This design comes from an exercise in tuning for small area, a short achievable clock period and few clock cycles on the open sky130 flow, not from production work.
RTL that was checked went through simulation tests only; none was proved equivalent to the original.

==> 04-10 <==
Design Cfu, start of the top module:
module Cfu (
  input               cmd_valid,
  output              cmd_ready,
  input      [9:0]    cmd_payload_function_id,
  input      [31:0]   cmd_payload_inputs_0,
  input      [31:0]   cmd_payload_inputs_1,
  output              rsp_valid,
  input               rsp_ready,
  output     [31:0]   rsp_payload_outputs_0,
  input               reset,
  input               clk
);
==> module Cfu, before the edit <==
module Cfu (
  input               cmd_valid,
  output              cmd_ready,
  input      [9:0]    cmd_payload_function_id,
  input      [31:0]   cmd_payload_inputs_0,
  input      [31:0]   cmd_payload_inputs_1,
  output              rsp_valid,
  input               rsp_ready,
  output     [31:0]   rsp_payload_outputs_0,
  input               reset,
  input               clk
);
wire [2:0] opcode = cmd_payload_function_id[2:0];
wire ld_upper = opcode[1] & ~opcode[0];
reg         mode;
reg  [31:0] acc;
reg  [10:0] ups;       
reg         ups_set;   
reg         pending;   
reg         nib;       
wire hold = cmd_valid && opcode == 3'd2 && !mode && !nib;
wire go   = cmd_valid && !hold;
wire op0  = go && opcode == 3'd0;
wire op1  = go && opcode == 3'd1;
wire op2  = go && opcode == 3'd2;
wire op3  = go && opcode == 3'd3;
wire use_sum = op3 && !reset;
wire clr     = op1 || reset;
wire [10:0] psum;
Bitblade bitblade (
  .sel8(~mode & ~nib),
  .op3(use_sum),
  .in_a(cmd_payload_inputs_0),
  .in_b(cmd_payload_inputs_1),
  .acc(acc),
  .ldu(ld_upper),
  .p_g(ups & {11{mode & ups_set & ~ld_upper}}),
  .keep(~use_sum & ~clr),
  .psum(psum),
  .rsp(rsp_payload_outputs_0)
);
assign cmd_ready = !hold;
assign rsp_valid = go | pending;
always @(posedge clk)
  acc <= rsp_payload_outputs_0;
always @(posedge clk)
  if (op2) ups <= psum;
always @(posedge clk) begin
  if (reset) begin
    mode    <= 1'b0;
    ups_set <= 1'b0;
    pending <= 1'b0;
    nib     <= 1'b0;
  end else begin
    if (op0) mode <= cmd_payload_function_id[3];
    if (op2) ups_set <= 1'b1;
    pending <= rsp_valid & ~rsp_ready;
    nib <= hold;
  end
end
endmodule
export LEC_CHECK = 0
export CAP_MARGIN = 20
export CORE_MARGIN = 2
export CORE_UTILIZATION = 40
export CTS_BUF_LIST = sky130_fd_sc_hd__clkbuf_2 sky130_fd_sc_hd__clkbuf_4 sky130_fd_sc_hd__clkbuf_8
export CTS_CLUSTER_SIZE = 30
export SETUP_SLACK_MARGIN = 1.5
export SLEW_MARGIN = 20
export SYNTH_HIERARCHICAL = 1
export SYNTH_MINIMUM_KEEP_SIZE = 0
create_clock -name core_clock -period 13.5 [get_ports {clk}]
standard.sh (not shown) runs the stock make flow with config.mk's settings and CLKGATE_MAP_FILE= SYNTH_SCRIPT=/design/flow/synth_recipe.tcl, a recipe that flattens the netlist after the stock synthesis.
==> flow/flow/run.sh <==
#!/bin/bash
# Standard layout, with the port buffers made from sky130_fd_sc_hd__buf_2 cells instead of
# the delay cells the flow picks by default.  make's output goes to
# standard.log; each tool's own log is under orfs/logs/.
set -euo pipefail
export BUFFER_PORTS_ARGS="-buffer_cell sky130_fd_sc_hd__buf_2"
bash standard.sh > standard.log 2>&1
==> inputs of 01-06, as changes to 04-10 <==
--- a/flow/design.v
+++ b/flow/design.v
@@ -1848,3 +1848,2 @@
 reg  [10:0] ups;       
-reg         ups_set;   
 reg         pending;   
@@ -1867,3 +1866,3 @@
   .ldu(ld_upper),
-  .p_g(ups & {11{mode & ups_set & ~ld_upper}}),
+  .p_g(ups & {11{mode & ~ld_upper}}),
   .keep(~use_sum & ~clr),
@@ -1876,4 +1875,2 @@
   acc <= rsp_payload_outputs_0;
-always @(posedge clk)
-  if (op2) ups <= psum;
 always @(posedge clk) begin
@@ -1881,3 +1878,3 @@
     mode    <= 1'b0;
-    ups_set <= 1'b0;
+    ups     <= 11'd0;
     pending <= 1'b0;
@@ -1886,3 +1883,3 @@
     if (op0) mode <= cmd_payload_function_id[3];
-    if (op2) ups_set <= 1'b1;
+    if (op2) ups <= psum;
     pending <= rsp_valid & ~rsp_ready;
--- a/flow/config.mk
+++ b/flow/config.mk
@@ -10,4 +10,2 @@
 export CORE_UTILIZATION = 40
-export CTS_BUF_LIST = sky130_fd_sc_hd__clkbuf_2 sky130_fd_sc_hd__clkbuf_4 sky130_fd_sc_hd__clkbuf_8
-export CTS_CLUSTER_SIZE = 30
 export SETUP_SLACK_MARGIN = 1.5
==> summary.md <==
| Metric | Value |
|---|---|
| Fraction of area in registers | `0.0876` |
| Clk slew on worst S/H paths | `0.06 ns` |
| Mean Syn Cell Area | `9.89 um^2` |
| Share of cells above drive strength 1 | `0.164` |
| Hpwl dp | `22400 um` |
| Outcome | `finished clean` |
| Drt wl/cell | `19.8 um` |
| Syn_nets | `1330` |
| Clock network share of area | `0.0130` |
| Slew @ Worst Pin | `just over 1 ns` |
| GR Util met3 | `0.0457` |
| DR vias/cell | `5.38` |
| DR iter-0 viols | `476` |
| Cells after DPL | `1321` |
[end of results for 01-06]
==> summary.md <==
| Metric | Value |
|---|---|
| Slew Limit Fails | `0` |
| GR Util met3 | `0.0475` |
| Mean Syn Cell Area | `10.2 um^2` |
| Share of cells above drive strength 1 | `0.180` |
| Slew @ Worst Pin | `about 0.95 ns` |
| Cells after DPL | `1296` |
| Syn_nets | `1300` |
| DR vias/cell | `5.39` |
| DR iter-0 viols | `524` |
| Drt wl/cell | `19.8 um` |
| Clock network share of area | `0.0109` |
| Outcome | `finished clean` |
[end of results for 04-10]
Testbench counts of 01-06, summed over its fixed seeds: cycles 2,112.
For 04-10, only the layout was checked, not whether the RTL still works.

* * *

==> garnet <==
Another version of the RTL of Cfu (not shown whole).
Settings: LEC_CHECK=0, CAP_MARGIN=5, CORE_MARGIN=2, CORE_UTILIZATION=40, SETUP_SLACK_MARGIN=1.5, SLEW_MARGIN=5, SYNTH_HIERARCHICAL=1, SYNTH_MINIMUM_KEEP_SIZE=0; clock period 13.5 ns.
Scripts as last shown in full above: flow/flow/run.sh
==> inputs of cedar, as changes to garnet <==
CAP_MARGIN = 20   (was 5)
SETUP_SLACK_MARGIN = 1.75   (was 1.5)
SLEW_MARGIN = 20   (was 5)
==> inputs of harbor, as changes to garnet <==
--- a/flow/design.v
+++ b/flow/design.v
@@ -27,16 +27,19 @@
 assign y = ~(a & b | c);
 endmodule
 module O21AI (input a, input b, input c, output y);
 assign y = ~((a | b) & c);
 endmodule
 module OR2 (input a, input b, output y);
 assign y = a | b;
 endmodule
+module INCR #(parameter W = 13) (input [W-1:0] a, output [W-1:0] y);
+assign y = a + 1'b1;
+endmodule
 module Bitblade (
   input         sel8,    
   input         op3,     
   input  [31:0] in_a,
   input  [31:0] in_b,
   input  [31:0] acc,     
   input         ldu,     
   input  [10:0] p_g,     
@@ -1878,19 +1881,22 @@
 XOR2 u1044 (.a(k925), .b(k1024), .y(k1044));
 wire k1045;
 XOR2 u1045 (.a(k928), .b(k1025), .y(k1045));
 wire k1046;
 XOR2 u1046 (.a(k931), .b(k1026), .y(k1046));
 wire ck1047;
 assign ck1047 = k1027;
 wire [18:0] lo = {k1046, k1045, k1044, k1043, k1042, k1041, k1040, k1039, k1038, k1037, k1036, k1035, k1034, k1033, k1032, k1031, k1030, k1029, S1028};
-wire [12:0] inc = acc[31:19] + 1'b1;
+wire [12:0] inc;
+INCR #(.W(13)) uinc (.a(acc[31:19]), .y(inc));
 wire [31:0] sum = {ck1047 ? inc : acc[31:19], lo};
-wire [31:0] rspv = {(op3 & ck1047) ? inc : acc[31:19] & {13{keep | op3}}, lo & {19{op3}} | acc[18:0] & {19{keep}}};
+wire [12:0] hi1 = op3 ? inc : acc[31:19] & {13{keep}};
+wire [12:0] hi0 = acc[31:19] & {13{keep | op3}};
+wire [31:0] rspv = {ck1047 ? hi1 : hi0, lo & {19{op3}} | acc[18:0] & {19{keep}}};
 assign psum = sum[10:0];
 assign rsp = rspv;
 endmodule
 module Cfu (
   input               cmd_valid,
   output              cmd_ready,
   input      [9:0]    cmd_payload_function_id,
   input      [31:0]   cmd_payload_inputs_0,
CAP_MARGIN = 20   (was 5)
SLEW_MARGIN = 20   (was 5)
==> inputs of zinc, as changes to garnet <==
--- a/flow/design.v
+++ b/flow/design.v
@@ -27,16 +27,26 @@
 assign y = ~(a & b | c);
 endmodule
 module O21AI (input a, input b, input c, output y);
 assign y = ~((a | b) & c);
 endmodule
 module OR2 (input a, input b, output y);
 assign y = a | b;
 endmodule
+module HISEL #(parameter W = 13) (
+  input  [W-1:0] a,
+  input          op3,
+  input          keep,
+  output [W-1:0] h1,
+  output [W-1:0] h0
+);
+assign h1 = op3 ? a + 1'b1 : a & {W{keep}};
+assign h0 = a & {W{keep | op3}};
+endmodule
 module Bitblade (
   input         sel8,    
   input         op3,     
   input  [31:0] in_a,
   input  [31:0] in_b,
   input  [31:0] acc,     
   input         ldu,     
   input  [10:0] p_g,     
@@ -1880,17 +1890,19 @@
 XOR2 u1045 (.a(k928), .b(k1025), .y(k1045));
 wire k1046;
 XOR2 u1046 (.a(k931), .b(k1026), .y(k1046));
 wire ck1047;
 assign ck1047 = k1027;
 wire [18:0] lo = {k1046, k1045, k1044, k1043, k1042, k1041, k1040, k1039, k1038, k1037, k1036, k1035, k1034, k1033, k1032, k1031, k1030, k1029, S1028};
 wire [12:0] inc = acc[31:19] + 1'b1;
 wire [31:0] sum = {ck1047 ? inc : acc[31:19], lo};
-wire [31:0] rspv = {(op3 & ck1047) ? inc : acc[31:19] & {13{keep | op3}}, lo & {19{op3}} | acc[18:0] & {19{keep}}};
+wire [12:0] hi1, hi0;
+HISEL #(.W(13)) uhi (.a(acc[31:19]), .op3(op3), .keep(keep), .h1(hi1), .h0(hi0));
+wire [31:0] rspv = {ck1047 ? hi1 : hi0, lo & {19{op3}} | acc[18:0] & {19{keep}}};
 assign psum = sum[10:0];
 assign rsp = rspv;
 endmodule
 module Cfu (
   input               cmd_valid,
   output              cmd_ready,
   input      [9:0]    cmd_payload_function_id,
   input      [31:0]   cmd_payload_inputs_0,
CAP_MARGIN = 20   (was 5)
SLEW_MARGIN = 20   (was 5)
==> run summary <==
Of cedar and zinc, zinc has the higher maximum frequency (gap about 0.8%, measured against zinc).
Of garnet and harbor, harbor has the higher register-to-register slack (gap 0.16 ns).
Against cedar, the critical path depth of harbor is lower by 1.
In zinc the core utilization is lower than in cedar, by 0.93 points.
==> figures <==
metric                                                                 zinc                     cedar                   garnet                   harbor
Number of combinational gates with multiple inputs                      872                       849                      849                      860
Final hold slack                                                   0.471 ns                  0.453 ns                 0.453 ns                 0.468 ns
Crit path DAT                                                       8.69 ns                   8.78 ns                  8.94 ns                  8.92 ns
Post-route minimum period                                          11.39 ns                  11.48 ns                 11.64 ns                 11.62 ns
Launching element of the worst setup path           cmd_payload_inputs_0[5]  cmd_payload_inputs_0[28]  cmd_payload_inputs_0[4]  cmd_payload_inputs_0[4]
Number of nets in the final layout                                    1,398                     1,371                    1,370                    1,383
Drt via density                                                        5.45                      5.41                     5.42                     5.42
Non-clock inverter count in the final layout                             27                        24                       24                       24
Global-route wire length before repair                            45,100 um                 44,500 um                44,500 um                44,200 um
Status                                              complete, no violations   complete, no violations  complete, no violations  complete, no violations
Worst Path Buf+Inv                                                        3                         2                        2                        3
Row count                                                                58                        57                       57                       58
Testbench counts of garnet, summed over its fixed seeds: cycles 2,112.
Testbench counts of cedar, summed over its fixed seeds: cycles 2,112.
Function not checked in harbor and zinc: the RTL went through the layout flow alone.

-- port drivers added, routing unchanged --
No port has a modelled driver above. Below, the same layouts with a new extraction and two added sets of constraints. Step 1 sets driving cells, clkbuf_16 on the clock port and buf_2 on the other inputs (assumed; they add their load-dependent delay and slew). Step 2 moves the port delays by t, midway between the first and last clock arrival at a register: inputs arrive t later, outputs are due t later. That takes back most of the time a late clock gives input paths. Slacks: no drivers / after step 1 / after step 2; pairs: no drivers / after step 1.
| run | shift t [ns] | setup slack, ns | worst setup path after step 2 | cell pins on the clock port's net |
|---|---|---|---|---|
| 04-10 | 0.335 | 1.870 / 1.847 / 1.847 | input to output | 1 |
| 01-06 | 0.317 | 1.896 / 1.874 / 1.874 | input to output | 1 |
| garnet | 0.320 | 1.862 / 1.842 / 1.842 | input to output | 1 |
| cedar | 0.320 | 2.017 / 1.997 / 1.997 | input to output | 1 |
| harbor | 0.322 | 1.881 / 1.860 / 1.860 | input to output | 1 |
| zinc | 0.329 | 2.115 / 2.094 / 2.094 | input to output | 1 |
After both steps setup and hold are still met in every run listed. For 04-10, which loses most, drivers alone change the setup slack by -0.023 ns; drivers and shift together by -0.023 ns.
